What follows belongs to an exercise in optimizing a design on an open flow for a short achievable clock period and few clock cycles; a production flow would make more cautious choices.
Where RTL was checked, it was by simulation tests only, not by an equivalence proof against the original.
No functional check of the RTL was part of run 3.
Power and IR drop assume default switching activity.

==> design.v <==
module RV32I(clk,rst,imem_addr,imem_data,dmem_addr,dmem_wdata,dmem_we,dmem_strobe,dmem_rdata);
input clk,rst;
output[31:0] imem_addr;
input[31:0] imem_data;
output[31:0] dmem_addr,dmem_wdata;
output dmem_we;
output[1:0] dmem_strobe;
input[31:0] dmem_rdata;
reg [31:0] pcF;
reg        vD;
reg [31:0] instD, pcD;
reg        vE, wenE, ldE, stE, brE;
reg [4:0]  rdE;
reg [1:0]  strbE;
reg [31:0] aE, bE, sdE, tgtE;
reg        fAM, fAW, fBM, fBW, fSM, fSW;
reg        sAdd, sSub, sSll, sSr, sSlt, sSltu, sXor, sOr, sAnd;
reg        wenM, ldM, weM;
reg [4:0]  rdM;
reg [1:0]  strbM;
reg [31:0] resM, sdM;
reg        wenW, ldW;
reg [4:0]  rdW;
reg [1:0]  strbW;
reg [31:0] exW, rawW;
reg [31:0] rf [1:31];
wire [31:0] ldext = (strbW == 2'b01) ? {{24{rawW[7]}}, rawW[7:0]} :
                    (strbW == 2'b10) ? {{16{rawW[15]}}, rawW[15:0]} : rawW;
wire [31:0] resW = ldW ? ldext : exW;
always @(posedge clk)
	if (wenW) rf[rdW] <= resW;
wire [6:0] opD = instD[6:0];
wire [2:0] f3D = instD[14:12];
wire [4:0] rs1D = instD[19:15];
wire [4:0] rs2D = instD[24:20];
wire [4:0] rdD = instD[11:7];
wire isOP  = (opD == 7'b0110011);
wire isOPI = (opD == 7'b0010011);
wire isLD  = (opD == 7'b0000011);
wire isST  = (opD == 7'b0100011);
wire isBR  = (opD == 7'b1100011);
wire isJAL = (opD == 7'b1101111);
wire brSame = isBR & (rs1D == rs2D);
wire brReal = isBR & ~brSame;
wire use1 = isOP | isOPI | isLD | isST | brReal;
wire use2 = isOP | isST | brReal;
wire [31:0] immI = {{20{instD[31]}}, instD[31:20]};
wire [31:0] immS = {{20{instD[31]}}, instD[31:25], instD[11:7]};
wire [31:0] immB = {{20{instD[31]}}, instD[7], instD[30:25], instD[11:8], 1'b0};
wire [31:0] immJ = {{12{instD[31]}}, instD[19:12], instD[20], instD[30:21], 1'b0};
wire [31:0] tgtD = pcD + (isJAL ? immJ : immB);
wire [31:0] linkD = pcD + 32'd4;
wire [31:0] rf1 = (rs1D == 5'd0) ? 32'd0 : rf[rs1D];
wire [31:0] rf2 = (rs2D == 5'd0) ? 32'd0 : rf[rs2D];
wire [31:0] rv1 = (wenW && rdW == rs1D) ? resW : rf1;
wire [31:0] rv2 = (wenW && rdW == rs2D) ? resW : rf2;
wire stall = vD & vE & ldE & wenE & ((use1 & (rs1D == rdE)) | (use2 & (rs2D == rdE)));
wire [31:0] A  = fAM ? resM : fAW ? resW : aE;
wire [31:0] B  = fBM ? resM : fBW ? resW : bE;
wire [31:0] SD = fSM ? resM : fSW ? resW : sdE;
wire [31:0] sum = A + (sSub ? ~B : B) + {31'd0, sSub};
wire [31:0] sll = A << B[4:0];
wire [31:0] sr  = A >> B[4:0];    
wire lt  = $signed(A) < $signed(B);
wire ltu = B < A;
wire eq  = (A == B);
wire [31:0] aluE = ({32{sAdd}} & sum) |
                   ({32{sSll}} & sll) |
                   ({32{sSr}}  & sr)  |
                   {31'd0, (sSlt & lt) | (sSltu & ltu)} |
                   ({32{sXor}} & (A ^ B)) |
                   ({32{sOr}}  & (A | B)) |
                   ({32{sAnd}} & (A & B));
wire takenE = vE & brE & eq;
wire redirD = vD & (isJAL | brSame);
assign imem_addr = pcF;
assign dmem_addr = resM;
assign dmem_wdata = sdM;
assign dmem_we = weM;
assign dmem_strobe = strbM;
always @(posedge clk or posedge rst) begin
	if (rst) begin
		pcF <= 32'd0;
		vD <= 1'b0;
		vE <= 1'b0;
		wenE <= 1'b0;
		ldE <= 1'b0;
		stE <= 1'b0;
		brE <= 1'b0;
		wenM <= 1'b0;
		ldM <= 1'b0;
		weM <= 1'b0;
		wenW <= 1'b0;
		ldW <= 1'b0;
	end else begin
		if (takenE) begin
			pcF <= tgtE;
			vD <= 1'b0;
		end else if (redirD) begin
			pcF <= tgtD;
			vD <= 1'b0;
		end else if (!stall) begin
			pcF <= pcF + 32'd4;
			vD <= 1'b1;
		end
		if (takenE || stall || !vD) begin
			vE <= 1'b0;
			wenE <= 1'b0;
			ldE <= 1'b0;
			stE <= 1'b0;
			brE <= 1'b0;
		end else begin
			vE <= 1'b1;
			wenE <= (isOP | isOPI | isLD | isJAL) & (rdD != 5'd0);
			ldE <= isLD;
			stE <= isST;
			brE <= brReal;
		end
		wenM <= wenE;
		ldM <= ldE;
		weM <= stE;
		wenW <= wenM;
		ldW <= ldM;
	end
end
always @(posedge clk) begin
	if (!stall) begin
		instD <= imem_data;
		pcD <= pcF;
	end
	rdE <= rdD;
	strbE <= (f3D == 3'd0) ? 2'b01 : (f3D == 3'd1) ? 2'b10 : 2'b11;
	tgtE <= tgtD;
	aE <= isJAL ? linkD : rv1;
	bE <= isJAL ? 32'd0 : (isOPI | isLD) ? immI : isST ? immS : rv2;
	sdE <= rv2;
	fAM <= use1 & wenE & (rdE == rs1D);
	fAW <= use1 & wenM & (rdM == rs1D);
	fBM <= use2 & ~isST & wenE & (rdE == rs2D);
	fBW <= use2 & ~isST & wenM & (rdM == rs2D);
	fSM <= isST & wenE & (rdE == rs2D);
	fSW <= isST & wenM & (rdM == rs2D);
	sAdd  <= isLD | isST | isJAL | ((isOP | isOPI) & (f3D == 3'd0));
	sSub  <= isOP & (f3D == 3'd0) & instD[30];
	sSll  <= (isOP | isOPI) & (f3D == 3'd1);
	sSr   <= (isOP | isOPI) & (f3D == 3'd5);
	sSlt  <= (isOP | isOPI) & (f3D == 3'd2);
	sSltu <= (isOP | isOPI) & (f3D == 3'd3);
	sXor  <= (isOP | isOPI) & (f3D == 3'd4);
	sOr   <= (isOP | isOPI) & (f3D == 3'd6);
	sAnd  <= (isOP | isOPI) & (f3D == 3'd7);
	rdM <= rdE;
	strbM <= strbE;
	resM <= aluE;
	sdM <= SD;
	rdW <= rdM;
	strbW <= strbM;
	exW <= resM;
	rawW <= dmem_rdata;
end
endmodule
==> run.sh <==
#!/bin/bash
# synth_recipe.tcl (not shown) runs the flow's synth.tcl, then flattens the netlist and writes it again
# the make line also repeats each setting of config.mk as NAME=value (left out here)
make -C /OpenROAD-flow-scripts/flow DESIGN_CONFIG=/design/flow/config.mk WORK_HOME=/design/flow/orfs CLKGATE_MAP_FILE= SYNTH_SCRIPT=/design/flow/synth_recipe.tcl finish
==> config.mk <==
export PLATFORM = sky130hd
export DESIGN_NAME = RV32I
export DESIGN_NICKNAME = RV32I
export VERILOG_FILES = /design/flow/design.v
export SDC_FILE = /design/flow/constraint.sdc
export NUM_CORES = 4
export LEC_CHECK = 0
export ABC_CLOCK_PERIOD_IN_PS = 2000
export CAP_MARGIN = 20
export CORE_MARGIN = 2
export CORE_UTILIZATION = 40
export SETUP_SLACK_MARGIN = 5
export SLEW_MARGIN = 20
==> constraint.sdc <==
create_clock -name core_clock -period 9.0 [get_ports {clk}]
set_input_delay 1.8000 -clock core_clock [delete_from_list [all_inputs] [get_ports {clk}]]
set_output_delay 1.8000 -clock core_clock [all_outputs]
set_load 0.01 [all_outputs]
==> flow_metrics.tcl, run 1 <==
set metrics [dict create \
    n_antenna_cell 0 \
    fin_worst_skew_ns 0.0800 \
    vias 49273 \
    cp-startpoint "ldW" \
    grtUsageTotal 0.266 \
    syn_area_um2 71100 \
    cts_root_buffer "clkbuf_16" \
    grt_pass1_wl_um 348000 \
    slew_headroom 0.186 \
    drive_above_1_share 0.267 \
    synth_fp_nets 5343 \
    power.density_nw_per_um2 200 \
    nets 5637 \
    ys_seq_elements 1401 \
    synth.area.top_cells "edfxtp_1 (45%), mux4_2 (17%), dfxtp_1 (8.5%)" \
    hold_slack_ns 0.331 \
    drt_iter0_markers 6232 \
    grt_max_degree 84 \
    r2r-end "resM[30]" \
    cell_internal_pwr_uw 12200 \
    rsz0062_at_grt "yes" \
    die_h_um 426 \
    rows 154 \
    slew_violations 0 \
    final_cell_count_no_fill 7847 \
    postSynthCellCount 5084 \
    yosysWarnings 1 \
    fp.dieW_um 426 \
    drcViolationCount 0 \
    min_period_ns 4.58 \
    insertion_delay_ns 0.84 \
    setup_tns_ns 0 \
    dpl.hpwl_um 148000 \
    r2r_start "ldW" \
    cts_buffers 155 \
    ys_types 95 \
    coreArea_um2 176000 \
    die-area_um2 181000 \
    report.final.hold_viol_count 0 \
    hold_class "flip-flop to flip-flop" \
    gp_congestion 1.00 \
    overflow 0 \
    initial_core_util 0.403 \
    tightest_slew_ns 1.21 \
    synth_largest_area_cell "edfxtp_1" \
    cp.required_ns 9.61 \
    power_frac_clock 0.383 \
    synth_top_area_share 0.446 \
    cts_num_sinks 1401 \
    maxCapViolCount 0 \
    finalCritPeriodShare 0.508 \
    drtPass1Iterations 8 \
    htree_num_levels 4 \
    max_flop_register "rf" \
    ys_seq_area_frac 0.546 \
    crit_path_end_kind "flip-flop" \
    cts.path.max_buffers 3 \
    antenna_found_initial 4 \
    largest_reg_flops 992 \
    cp-endpoint "resM[30]" \
    leakage_uw 0.0287 \
    clock.fmax_mhz 219 \
    path_class "flip-flop to flip-flop" \
    ant_nets 0 \
    p_switching_uw 4740 \
    io_pins 165 \
    reg2reg_setup_slack_ns 4.42 \
    drt_wl_total_um 247000 \
    pwr-share-seq 0.444 \
    via_per_inst 6.28 \
    vdd_ir_drop_max_mv 0.148 \
    start_kind "flip-flop" \
    postCtsHoldBufs 0 \
    ys.flop_type "edfxtp_1" \
    postSynth.asyncResetShare 0.0307 \
    syn_avg_cell_area_um2 14.0 \
    worstRegToRegCells 18 \
    clk_pin_slew_ns 0.06 \
    status "timing/DRC/antenna clean" \
    grt_pass1_vias 47875 \
    fin_util 0.479 \
    switching_share 0.280 \
    power_uw 16900 \
    cts_tree "done" \
    areaGrowthSynthToFinish_pct 18.9 \
    path_max_fanout 7 \
    portBuffers 164 \
    power_frac_comb 0.173 \
    setup_viol 0 \
    place_inst 7356 \
    synth_edf_count 1056 \
    critical_path_arrival_ns 5.18 \
    routedWlPerCell_um 31.4 \
]
## cell usage in the layout (no fill, tap or decap), types with 164 or more instances in the layout
cell type and count:
edfxtp_1 1056, mux4_2 550, mux2i_1 247, nand2_1 317
dfxtp_1 280, nor2_1 357, ha_1 175, buf_4 238
a21oi_1 221, clkdlybuf4s50_1 164
## synthesized netlist by cell type (55+ instances only)
| cell type | n |
|---|---|
| inv_1 | 108 |
| buf_1 | 55 |
| a21o_1 | 59 |
| clkbuf_1 | 206 |
| o21ai_0 | 174 |
| a211oi_1 | 140 |
| edfxtp_1 | 1056 |
| dfxtp_1 | 302 |
| mux4_2 | 550 |
| nand2_1 | 319 |
| a21oi_1 | 285 |
| mux2i_1 | 263 |
| xnor2_1 | 98 |
| ha_1 | 191 |
| nor2_1 | 423 |
| nand3_1 | 82 |
| buf_2 | 80 |
| xor2_1 | 69 |
## what timing repair did
| item | CTS | global route |
|---|---|---|
| gates cloned | 27 | 6 |
| endpoints found under the setup margin | 123 | 94 |
| buffers inserted | 104 | 68 |
| resized for setup | 195 | 134 |
| pin swaps | 53 | 59 |
## routing by layer
layer | track usage | part of all wire | wire length [µm] | vias to the layer above
met4 | 0.130 | 0.055 | 13700 | 2
met2 | 0.412 | 0.46 | 114000 | 2650
met3 | 0.0470 | 0.090 | 22200 | 576
met1 | 0.363 | 0.39 | 97400 | 25452
li1 | - | - | - | 20593
met5 | 0 | 0.000049 | 12 | -
## worst max-delay path, stage by stage (launching register included)
cell	delay, ns
dfrtp_2	0.46
buf_12	0.19
mux2i_4	0.33
buf_4	0.20
a21o_1	0.12
a21oi_1	0.07
mux2i_2	0.18
nand2_2	0.12
fa_2	0.39
a211oi_4	0.27
o21ai_2	0.10
a311o_1	0.38
a311o_1	0.32
a31o_1	0.25
a21o_1	0.22
o31ai_4	0.28
o221ai_4	0.18
mux2i_1	0.17
o211ai_1	0.11
## cell type report
class / instances / area [µm²]
tap: 2340 / 2930
inverter: 113 / 444
fill: 15027 / 91800
clock inverter: 87 / 1030
multi-input combinational: 3235 / 32300
clock buffer: 199 / 4170
sequential: 1401 / 38900
timing repair buffer: 472 / 4760
## worst min-delay path by stage
stage                   from        to  slack (ns)  cells past startpoint
floorplan           strbE[0]  strbM[0]        0.31                      0
global placement    strbE[1]  strbM[1]        0.31                      0
detailed placement  strbE[0]  strbM[0]        0.32                      0
CTS                 strbE[0]  strbM[0]        0.33                      0
global route        strbE[1]  strbM[1]        0.35                      0
finish              strbE[0]  strbM[0]        0.33                      0
## per-stage QoR
stage,area (µm²),setup slack [ns]
3_5_place_dp,75900,2.53
4_1_cts,83300,4.46
5_1_grt,84500,4.34
3_3_place_gp,75900,2.62
2_1_floorplan,71600,4.58
6_report,84500,4.42
## power groups by stage
stage	logic (µW)	clock network (µW)	registers [µW]
after floorplan	1740	0	7490
after global placement	2520	0	7640
after detailed placement	2530	0	7630
after CTS	2720	6540	7500
after global routing	3110	6810	7520
final	2920	6460	7510
## kinds of logic (layout without fill, tap and decap cells)
group / after synthesis / after routing / share of synthesized area
compound gates: 974 / 983 / 0.0901
mux: 856 / 856 / 0.218
simple gates: 1026 / 1035 / 0.0632
flops: 1401 / 1401 / 0.546
fa+ha+maj: 193 / 193 / 0.0342
xor+xnor: 168 / 168 / 0.0208
buf+inv: 466 / 871 / 0.0269
Testbench counts, summed over its fixed seeds: cycles 71,167.
==> run 2: changes to the inputs <==
--- a/config.mk
+++ b/config.mk
@@ -6,8 +6,6 @@
 export NUM_CORES = 4
 export LEC_CHECK = 0
-export ABC_CLOCK_PERIOD_IN_PS = 2000
 export CAP_MARGIN = 20
 export CORE_MARGIN = 2
 export CORE_UTILIZATION = 40
-export SETUP_SLACK_MARGIN = 5
 export SLEW_MARGIN = 20
==> run 2 against run 1 <==
  * Count of clock-buffer cells in the layout grew 10
  * Critical path depth grew 1
  * Power shrank 2.3%
  * Sequential share of layout area grew 2.0 points
  * Design area shrank 4.2%
  * Highest routed layer unchanged
  * Via count shrank 3.7%
  * Sequential power is essentially flat
  * Still clean on timing, DRC and antenna
  * Core utilization shrank 2.0 points
==> flow_metrics.tcl, run 2 <==
set metrics [dict create \
    hold_class "flip-flop to flip-flop" \
    grtUsageTotal 0.255 \
    tightest_slew_ns 1.16 \
    vdd_ir_drop_max_mv 0.139 \
    drt_wl_total_um 235000 \
    yosysWarnings 1 \
    initial_core_util 0.403 \
    critical_path_arrival_ns 6.70 \
    leakage_uw 0.0273 \
    grt_pass1_wl_um 334000 \
    synthTopCellsByCount "edfxtp_1 (1,056), mux4_2 (550), nor2_1 (423)" \
    report.final.hold_viol_count 0 \
    power.density_nw_per_um2 204 \
    setup_ws_ns 3.04 \
    vias 47467 \
    stdcell_area_um2 80900 \
    cts_num_sinks 1401 \
    clk_pin_slew_ns 0.06 \
    clock.fmax_mhz 168 \
    drtPass1Iterations 8 \
    max_flop_register "rf" \
    syn_avg_cell_area_um2 14.0 \
    highest_layer "met5" \
    multi_input_area_um2 30800 \
    overflow 0 \
    rsz0062_at_grt "no" \
    switching_share 0.277 \
    cts_setup_buffers 0 \
    setup_viol 0 \
    cts_tree "done" \
    slew_headroom 0.217 \
    via_per_inst 6.20 \
    ys_seq_area_frac 0.546 \
    yosysMostFrequentCell "edfxtp_1" \
    drive_above_1_share 0.205 \
    synth_largest_area_cell "edfxtp_1" \
    finalCritPeriodShare 0.663 \
    pwr-share-seq 0.455 \
    path_max_fanout 35 \
    setup_tns_ns 0 \
    antenna_found_initial 3 \
    mostFrequentLayoutCells "edfxtp_1 (1,056), mux4_2 (550), nor2_1 (381)" \
    status "timing/DRC/antenna clean" \
    dpl.hpwl_um 152000 \
    grt_pass1_vias 46277 \
    coreArea_um2 176000 \
    power_frac_comb 0.157 \
    synth_top_area_share 0.446 \
    synth_edf_count 1056 \
    routedWlPerCell_um 30.6 \
    min_period_ns 5.96 \
    drcViolationCount 0 \
    synth.area.top_cells "edfxtp_1 (45%), mux4_2 (17%), dfxtp_1 (8.5%)" \
    die_h_um 426 \
    wl_met3_um 20000 \
    nets 5442 \
    fp.dieW_um 426 \
    crit_path_end_kind "flip-flop" \
    cp.required_ns 9.74 \
    ys.flop_type "edfxtp_1" \
    p_switching_uw 4570 \
    syn_area_um2 71100 \
    portBuffers 164 \
    path_class "flip-flop to flip-flop" \
    ys_types 95 \
    slew_violations 0 \
    postSynth.asyncResetShare 0.0307 \
    cts.path.max_buffers 3 \
    insertion_delay_ns 0.82 \
    rows 154 \
    gp_congestion 0.977 \
    cts.repair.resized 0 \
    ys_seq_elements 1401 \
    postCtsHoldBufs 0 \
    cts_buffers 154 \
    preCtsSetupSlack_ns 3.11 \
    io_pins 165 \
    layout_commonest_cell "edfxtp_1" \
    power_frac_clock 0.388 \
    wl_met1_um 92800 \
    seq_area_um2 38900 \
    synth_fp_nets 5343 \
    route.met2.wl_um 110000 \
    ant_nets 0 \
    cts_root_buffer "clkbuf_16" \
    postSynthCellCount 5084 \
    power_uw 16500 \
    die-area_um2 181000 \
    start_kind "flip-flop" \
    largest_reg_flops 992 \
    htree_num_levels 4 \
    dpl_cell_area_um2 75700 \
    cell_internal_pwr_uw 11900 \
    grt_max_degree 135 \
    fillers 15396 \
    fin_worst_skew_ns 0.0660 \
    areaGrowthSynthToFinish_pct 13.9 \
    maxCapViolCount 0 \
    fin_util 0.459 \
    drt_iter0_markers 5811 \
]
run 2: cell counts after synthesis:
No cell type changed its count.
run 2: final timing paths:
kind,start,end,slack (ns),cells after the start
max in group asynchronous,rst,stE,7.13,3
max,strbW[0],pcF[23],3.04,19
min in group asynchronous,rst,pcF[27],1.33,2
max reg2reg,strbW[0],pcF[23],3.04,19
min reg2reg,ldM,ldW,0.33,0
min,ldM,ldW,0.33,0
run 2: cell type report:
type | instances | share of cell area
multi-input cells | 3217 | 0.380
flip-flops and latches | 1401 | 0.480
inverters | 113 | 0.00527
clock inverters | 77 | 0.0111
diodes | 5 | 0.000155
well taps | 2340 | 0.0362
repair buffers | 296 | 0.0344
clock buffers | 209 | 0.0523
run 2: worst max-delay path, cell delays in order (launching register included):
cell,delay (ns)
dfxtp_1,0.41
and3b_1,0.43
nor3_4,0.20
buf_4,0.33
a21oi_2,0.08
buf_4,0.25
mux2i_1,0.18
nor2_1,0.05
a21oi_1,0.31
inv_1,0.13
ha_1,0.36
or4_1,0.58
nor2_1,0.25
nand3_1,0.35
nor4_2,0.36
buf_4,0.39
or3_1,0.63
nand2_1,0.17
nor3_1,0.24
a221o_1,0.13
run 2: per-stage QoR:
| stage | hold slack, ns | instances |
|---|---|---|
| global route | 0.352 | 7654 |
| finish | 0.333 | 7658 |
| floorplan | 0.310 | 5084 |
| CTS | 0.339 | 7650 |
| global placement | 0.312 | 7362 |
| detailed placement | 0.319 | 7364 |
run 2: routing by layer:
| layer | vias to the layer above | track usage |
|---|---|---|
| li1 | 20168 | - |
| met3 | 467 | 0.0475 |
| met4 | 2 | 0.115 |
| met5 | - | 0 |
| met2 | 2423 | 0.405 |
| met1 | 24407 | 0.342 |
run 2: power by group through the flow:
stage                     sequential, µW  combinational, µW  clock (µW)
after floorplan                     7490               1710           0
after global placement              7630               2530           0
after detailed placement            7630               2540           0
after CTS                           7500               2550        6500
after global routing                7520               2780        6750
final                               7510               2590        6400
run 2: logic make-up after synthesis:
group           synth area share
simple gates              0.0632
flops                      0.546
compound gates            0.0901
mux                        0.218
fa+ha+maj                 0.0342
buf+inv                   0.0269
xor+xnor                  0.0208
==> run 3: changes to the inputs <==
--- a/design.v
+++ b/design.v
@@ -20,12 +20,11 @@
 reg [1:0]  strbM;
 reg [31:0] resM, sdM;
-reg        wenW, ldW;
+reg        wenW;
 reg [4:0]  rdW;
-reg [1:0]  strbW;
-reg [31:0] exW, rawW;
+reg [31:0] resW;
 reg [31:0] rf [1:31];
-wire [31:0] ldext = (strbW == 2'b01) ? {{24{rawW[7]}}, rawW[7:0]} :
-                    (strbW == 2'b10) ? {{16{rawW[15]}}, rawW[15:0]} : rawW;
-wire [31:0] resW = ldW ? ldext : exW;
+wire [31:0] ldext = (strbM == 2'b01) ? {{24{dmem_rdata[7]}}, dmem_rdata[7:0]} :
+                    (strbM == 2'b10) ? {{16{dmem_rdata[15]}}, dmem_rdata[15:0]} : dmem_rdata;
+wire [31:0] resMW = ldM ? ldext : resM;
 always @(posedge clk)
 	if (wenW) rf[rdW] <= resW;
@@ -48,6 +47,5 @@
 wire [31:0] immS = {{20{instD[31]}}, instD[31:25], instD[11:7]};
 wire [31:0] immB = {{20{instD[31]}}, instD[7], instD[30:25], instD[11:8], 1'b0};
-wire [31:0] immJ = {{12{instD[31]}}, instD[19:12], instD[20], instD[30:21], 1'b0};
-wire [31:0] tgtD = pcD + (isJAL ? immJ : immB);
+wire [31:0] tgtD = pcD + immB;
 wire [31:0] linkD = pcD + 32'd4;
 wire [31:0] rf1 = (rs1D == 5'd0) ? 32'd0 : rf[rs1D];
@@ -64,5 +62,13 @@
 wire lt  = $signed(A) < $signed(B);
 wire ltu = B < A;
-wire eq  = (A == B);
+wire eqMW = (resM == resW);
+wire eqMb = (resM == bE);
+wire eqWb = (resW == bE);
+wire eqaM = (aE == resM);
+wire eqaW = (aE == resW);
+wire eqab = (aE == bE);
+wire eq = fAM ? (fBM ? 1'b1 : fBW ? eqMW : eqMb) :
+          fAW ? (fBM ? eqMW : fBW ? 1'b1 : eqWb) :
+                (fBM ? eqaM : fBW ? eqaW : eqab);
 wire [31:0] aluE = ({32{sAdd}} & sum) |
                    ({32{sSll}} & sll) |
@@ -73,6 +79,11 @@
                    ({32{sAnd}} & (A & B));
 wire takenE = vE & brE & eq;
-wire redirD = vD & (isJAL | brSame);
 assign imem_addr = pcF;
+wire [31:0] instF = imem_data;
+wire isJALF = (instF[6:0] == 7'b1101111);
+wire redirF = isJALF | ((instF[6:0] == 7'b1100011) & (instF[19:15] == instF[24:20]));
+wire [31:0] tgtJF = pcF + {{12{instF[31]}}, instF[19:12], instF[20], instF[30:21], 1'b0};
+wire [31:0] tgtBF = pcF + {{20{instF[31]}}, instF[7], instF[30:25], instF[11:8], 1'b0};
+wire [31:0] tgtF = instF[2] ? tgtJF : tgtBF;
 assign dmem_addr = resM;
 assign dmem_wdata = sdM;
@@ -92,14 +103,10 @@
 		weM <= 1'b0;
 		wenW <= 1'b0;
-		ldW <= 1'b0;
 	end else begin
 		if (takenE) begin
 			pcF <= tgtE;
 			vD <= 1'b0;
-		end else if (redirD) begin
-			pcF <= tgtD;
-			vD <= 1'b0;
 		end else if (!stall) begin
-			pcF <= pcF + 32'd4;
+			pcF <= redirF ? tgtF : pcF + 32'd4;
 			vD <= 1'b1;
 		end
@@ -121,5 +128,4 @@
 		weM <= stE;
 		wenW <= wenM;
-		ldW <= ldM;
 	end
 end
@@ -155,7 +161,5 @@
 	sdM <= SD;
 	rdW <= rdM;
-	strbW <= strbM;
-	exW <= resM;
-	rawW <= dmem_rdata;
+	resW <= resMW;
 end
 endmodule
--- a/config.mk
+++ b/config.mk
@@ -6,6 +6,8 @@
 export NUM_CORES = 4
 export LEC_CHECK = 0
+export ABC_CLOCK_PERIOD_IN_PS = 2000
 export CAP_MARGIN = 20
 export CORE_MARGIN = 2
 export CORE_UTILIZATION = 40
+export SETUP_SLACK_MARGIN = 5
 export SLEW_MARGIN = 20
==> run 3 against run 2 <==
  * Largest cell class unchanged
  * Worst setup slack better by 1.9 ns
  * Register-to-register slack better by 1.9 ns
  * Critical path depth down 3
  * Cell count up 4.6%
  * Still clean on timing, DRC and antenna
  * Design area up 3.7%
  * Critical path type unchanged
  * Global-route usage up 1.0 points
  * Power up 4.1%
  * Count of clock-buffer cells in the layout down 16
  * Maximum frequency up 47%
  * Sequential share of layout area down 2.5 points
==> flow_metrics.tcl, run 3 <==
set metrics [dict create \
    path_class "flip-flop to flip-flop" \
    crit_path_max_incr_delay_ns 0.40 \
    pwr-share-seq 0.430 \
    htree_num_levels 4 \
    vdd_ir_drop_max_mv 0.217 \
    synth_edf_count 1056 \
    antenna_found_initial 11 \
    cp_top_family "compound AO/OA/AOI/OAI gates" \
    leakage_uw 0.0291 \
    portBuffers 164 \
    grt_pass1_vias 48951 \
    postSynth.asyncResetShare 0.0307 \
    clk_pin_slew_ns 0.06 \
    gp_congestion 0.982 \
    rsz0062_at_grt "yes" \
    synthTopCellsByCount "edfxtp_1 (1,056), mux4_2 (559), nand2_1 (368)" \
    drcViolationCount 0 \
    coreArea_um2 181000 \
    drive_above_1_share 0.224 \
    clock.fmax_mhz 247 \
    path_max_fanout 69 \
    setup_tns_ns 0 \
    crit_path_end_kind "flip-flop" \
    max_flop_register "rf" \
    ys_seq_elements 1366 \
    grtUsageTotal 0.266 \
    cts_num_sinks 1366 \
    power_frac_clock 0.358 \
    ant_nets 0 \
    slew_violations 0 \
    cp.required_ns 9.60 \
    synth.area.top_cells "edfxtp_1 (44%), mux4_2 (17%), dfxtp_1 (7.4%)" \
    cts.path.max_buffers 3 \
    ys.flop_type "edfxtp_1" \
    postCtsHoldBufs 0 \
    synth_top_area_share 0.435 \
    cts_buffers 148 \
    worst-path-buf-inv 3 \
    maxCapViolCount 0 \
    fillers 15741 \
    crit_slowest_cell "o21bai_1" \
    largest_reg_flops 992 \
    cts_root_buffer "clkbuf_16" \
    nets 5807 \
    fin_worst_skew_ns 0.0307 \
    dpl.hpwl_um 163000 \
    cts_tree "done" \
    layout_commonest_cell "edfxtp_1" \
    seq_area_um2 38200 \
    setup_viol 0 \
    crit_chain "buf_4 -> buf_4 -> mux2i_1 -> o21a_2 -> buf_12 -> ha_1 -> o21bai_1 -> a21oi_1 -> nor2_1 -> o211ai_1 -> a21oi_1 -> nor2_1 -> o21bai_1 -> a221o_1 -> mux2i_1 -> o221ai_1" \
    power_frac_comb 0.211 \
    critical_path_arrival_ns 4.65 \
    grt_max_degree 146 \
    fin_util 0.464 \
    rows 156 \
    drtPass1Iterations 6 \
    slew_headroom 0.0828 \
    vias 50090 \
    die_h_um 431 \
    die-area_um2 186000 \
    power.density_nw_per_um2 205 \
    grt_pass1_wl_um 356000 \
    areaGrowthSynthToFinish_pct 15.1 \
    mostFrequentLayoutCells "edfxtp_1 (1,056), mux4_2 (559), nand2_1 (368)" \
    drt_iter0_markers 6143 \
    routedWlPerCell_um 31.4 \
    switching_share 0.293 \
    via_per_inst 6.25 \
    min_period_ns 4.06 \
    p_switching_uw 5030 \
    io_pins 165 \
    initial_core_util 0.403 \
    postSynthCellCount 5416 \
    syn_avg_cell_area_um2 13.5 \
    start_kind "flip-flop" \
    synth_largest_area_cell "edfxtp_1" \
    cell_internal_pwr_uw 12100 \
    hold_class "flip-flop to flip-flop" \
    finalCritPeriodShare 0.451 \
    syn_area_um2 72900 \
    status "timing/DRC/antenna clean" \
    ys_seq_area_frac 0.523 \
    fp.dieW_um 431 \
    insertion_delay_ns 0.81 \
    synth_fp_nets 5705 \
    drt_wl_total_um 251000 \
    ys_types 77 \
    overflow 0 \
    report.final.hold_viol_count 0 \
    yosysWarnings 1 \
    yosysMostFrequentCell "edfxtp_1" \
    tightest_slew_ns 1.36 \
    multi_input_area_um2 33700 \
]
-- run 3: cell types whose count changed after synthesis, moves of 29 or more --
cell	delta
buf_2	-42
dfxtp_1	-34
o21ai_0	+59
a21oi_1	+62
nor2_1	-62
nand2_1	+49
clkbuf_1	+105
xor2_1	+33
a211oi_1	-53
ha_1	+29
o21a_1	+45
xnor2_1	+101
-- run 3: worst paths after layout --
path | cells past startpoint | startpoint | slack [ns] | endpoint
max | 16 | fBW | 4.94 | resM[0]
min | 0 | strbE[1] | 0.33 | strbM[1]
max reg2reg | 16 | fBW | 4.94 | resM[0]
min reg2reg | 0 | strbE[1] | 0.33 | strbM[1]
max in group asynchronous | 3 | rst | 6.98 | ldM
min in group asynchronous | 3 | rst | 1.49 | pcF[30]
-- run 3: layout make-up --
type / instances / area share
well taps: 2370 / 0.0354
inverters: 125 / 0.00573
diodes: 9 / 0.000268
flip-flops and latches: 1366 / 0.456
clock buffers: 193 / 0.0489
multi-input cells: 3510 / 0.401
clock inverters: 72 / 0.00876
repair buffers: 367 / 0.0443
-- run 3: logic make-up (layout without fill, tap and decap cells) --
group | Yosys count | count (layout) | share of synthesized area
AND/OR/NAND/NOR | 1048 | 1048 | 0.0639
adder cells (fa/ha/maj) | 223 | 223 | 0.0386
flip-flops | 1366 | 1366 | 0.523
multiplexers | 879 | 879 | 0.218
other | 0 | 9 | 0
AO/OA/AOI/OAI | 1059 | 1059 | 0.0908
buffers and inverters | 540 | 757 | 0.0288
XOR/XNOR | 301 | 301 | 0.0362
-- run 3: power groups by stage --
stage / clock network (µW) / registers, µW / logic, µW
3_5_place_dp: 0 / 7520 / 3280
4_1_cts: 6240 / 7390 / 3460
2_1_floorplan: 0 / 7380 / 2230
6_report: 6150 / 7390 / 3620
5_1_grt: 6480 / 7420 / 3880
3_3_place_gp: 0 / 7520 / 3280
-- run 3: per-layer routing --
metal,wire length (µm),vias up,share of wire,GRT usage
li1,-,21264,-,-
met1,96300,25689,0.38,0.346
met2,120000,2582,0.48,0.426
met3,20500,555,0.082,0.0451
met4,15100,0,0.060,0.144
met5,0,-,0,0
-- run 3: through the flow --
| step | hold slack (ns) | power, µW | setup slack, ns | area, µm² | std cells |
|---|---|---|---|---|---|
| finish | 0.325 | 17200 | 4.94 | 83900 | 8012 |
| global route | 0.338 | 17800 | 4.81 | 83900 | 8009 |
| CTS | 0.332 | 17100 | 4.86 | 83200 | 7962 |
| detailed placement | 0.313 | 10800 | 3.12 | 77300 | 7664 |
| global placement | 0.313 | 10800 | 3.12 | 77300 | 7664 |
| floorplan | 0.310 | 9620 | 4.40 | 73100 | 5416 |
-- run 3: what timing repair did --
| action | 4_1_cts | 5_1_grt |
|---|---|---|
| cloned | 5 | 4 |
| pin swaps | 29 | 40 |
| setup endpoints to repair | 103 | 57 |
| setup buffers | 28 | 37 |
| gates resized for setup | 162 | 84 |

-- re-timing with driven ports --
In the flow no input, the clock included, has a driving cell. The finished layouts below were timed again as built, in two steps. Step 1, drivers: a clkbuf_16 drives clk and a buf_2 each remaining input, both assumed. Step 2 moves the port delays by t, midway between the first and last clock arrival at a register: inputs arrive t later, outputs are due t later. That takes back most of the time a late clock gives input paths. Slacks: ideal / step 1 / step 2; pairs: ideal / step 1.
run | shift t [ns] | setup WS [ns] | hold slack, ns | worst setup path after step 2 | latest minus earliest clock arrival (ns)
run 1 | 0.893 | 4.424 / 4.424 / 4.424 | 0.331 / 0.331 / 0.331 | register to register | 0.085 / 0.085
run 2 | 0.880 | 3.036 / 3.036 / 3.036 | 0.333 / 0.333 / 0.333 | register to register | 0.068 / 0.068
run 3 | 0.883 | 4.943 / 4.895 / 4.183 | 0.325 / 0.325 / 0.325 | input to register | 0.037 / 0.038
After both steps every run listed still meets setup and hold. For run 3, which loses most, drivers alone change the setup slack by -0.048 ns; drivers and shift together by -0.760 ns.
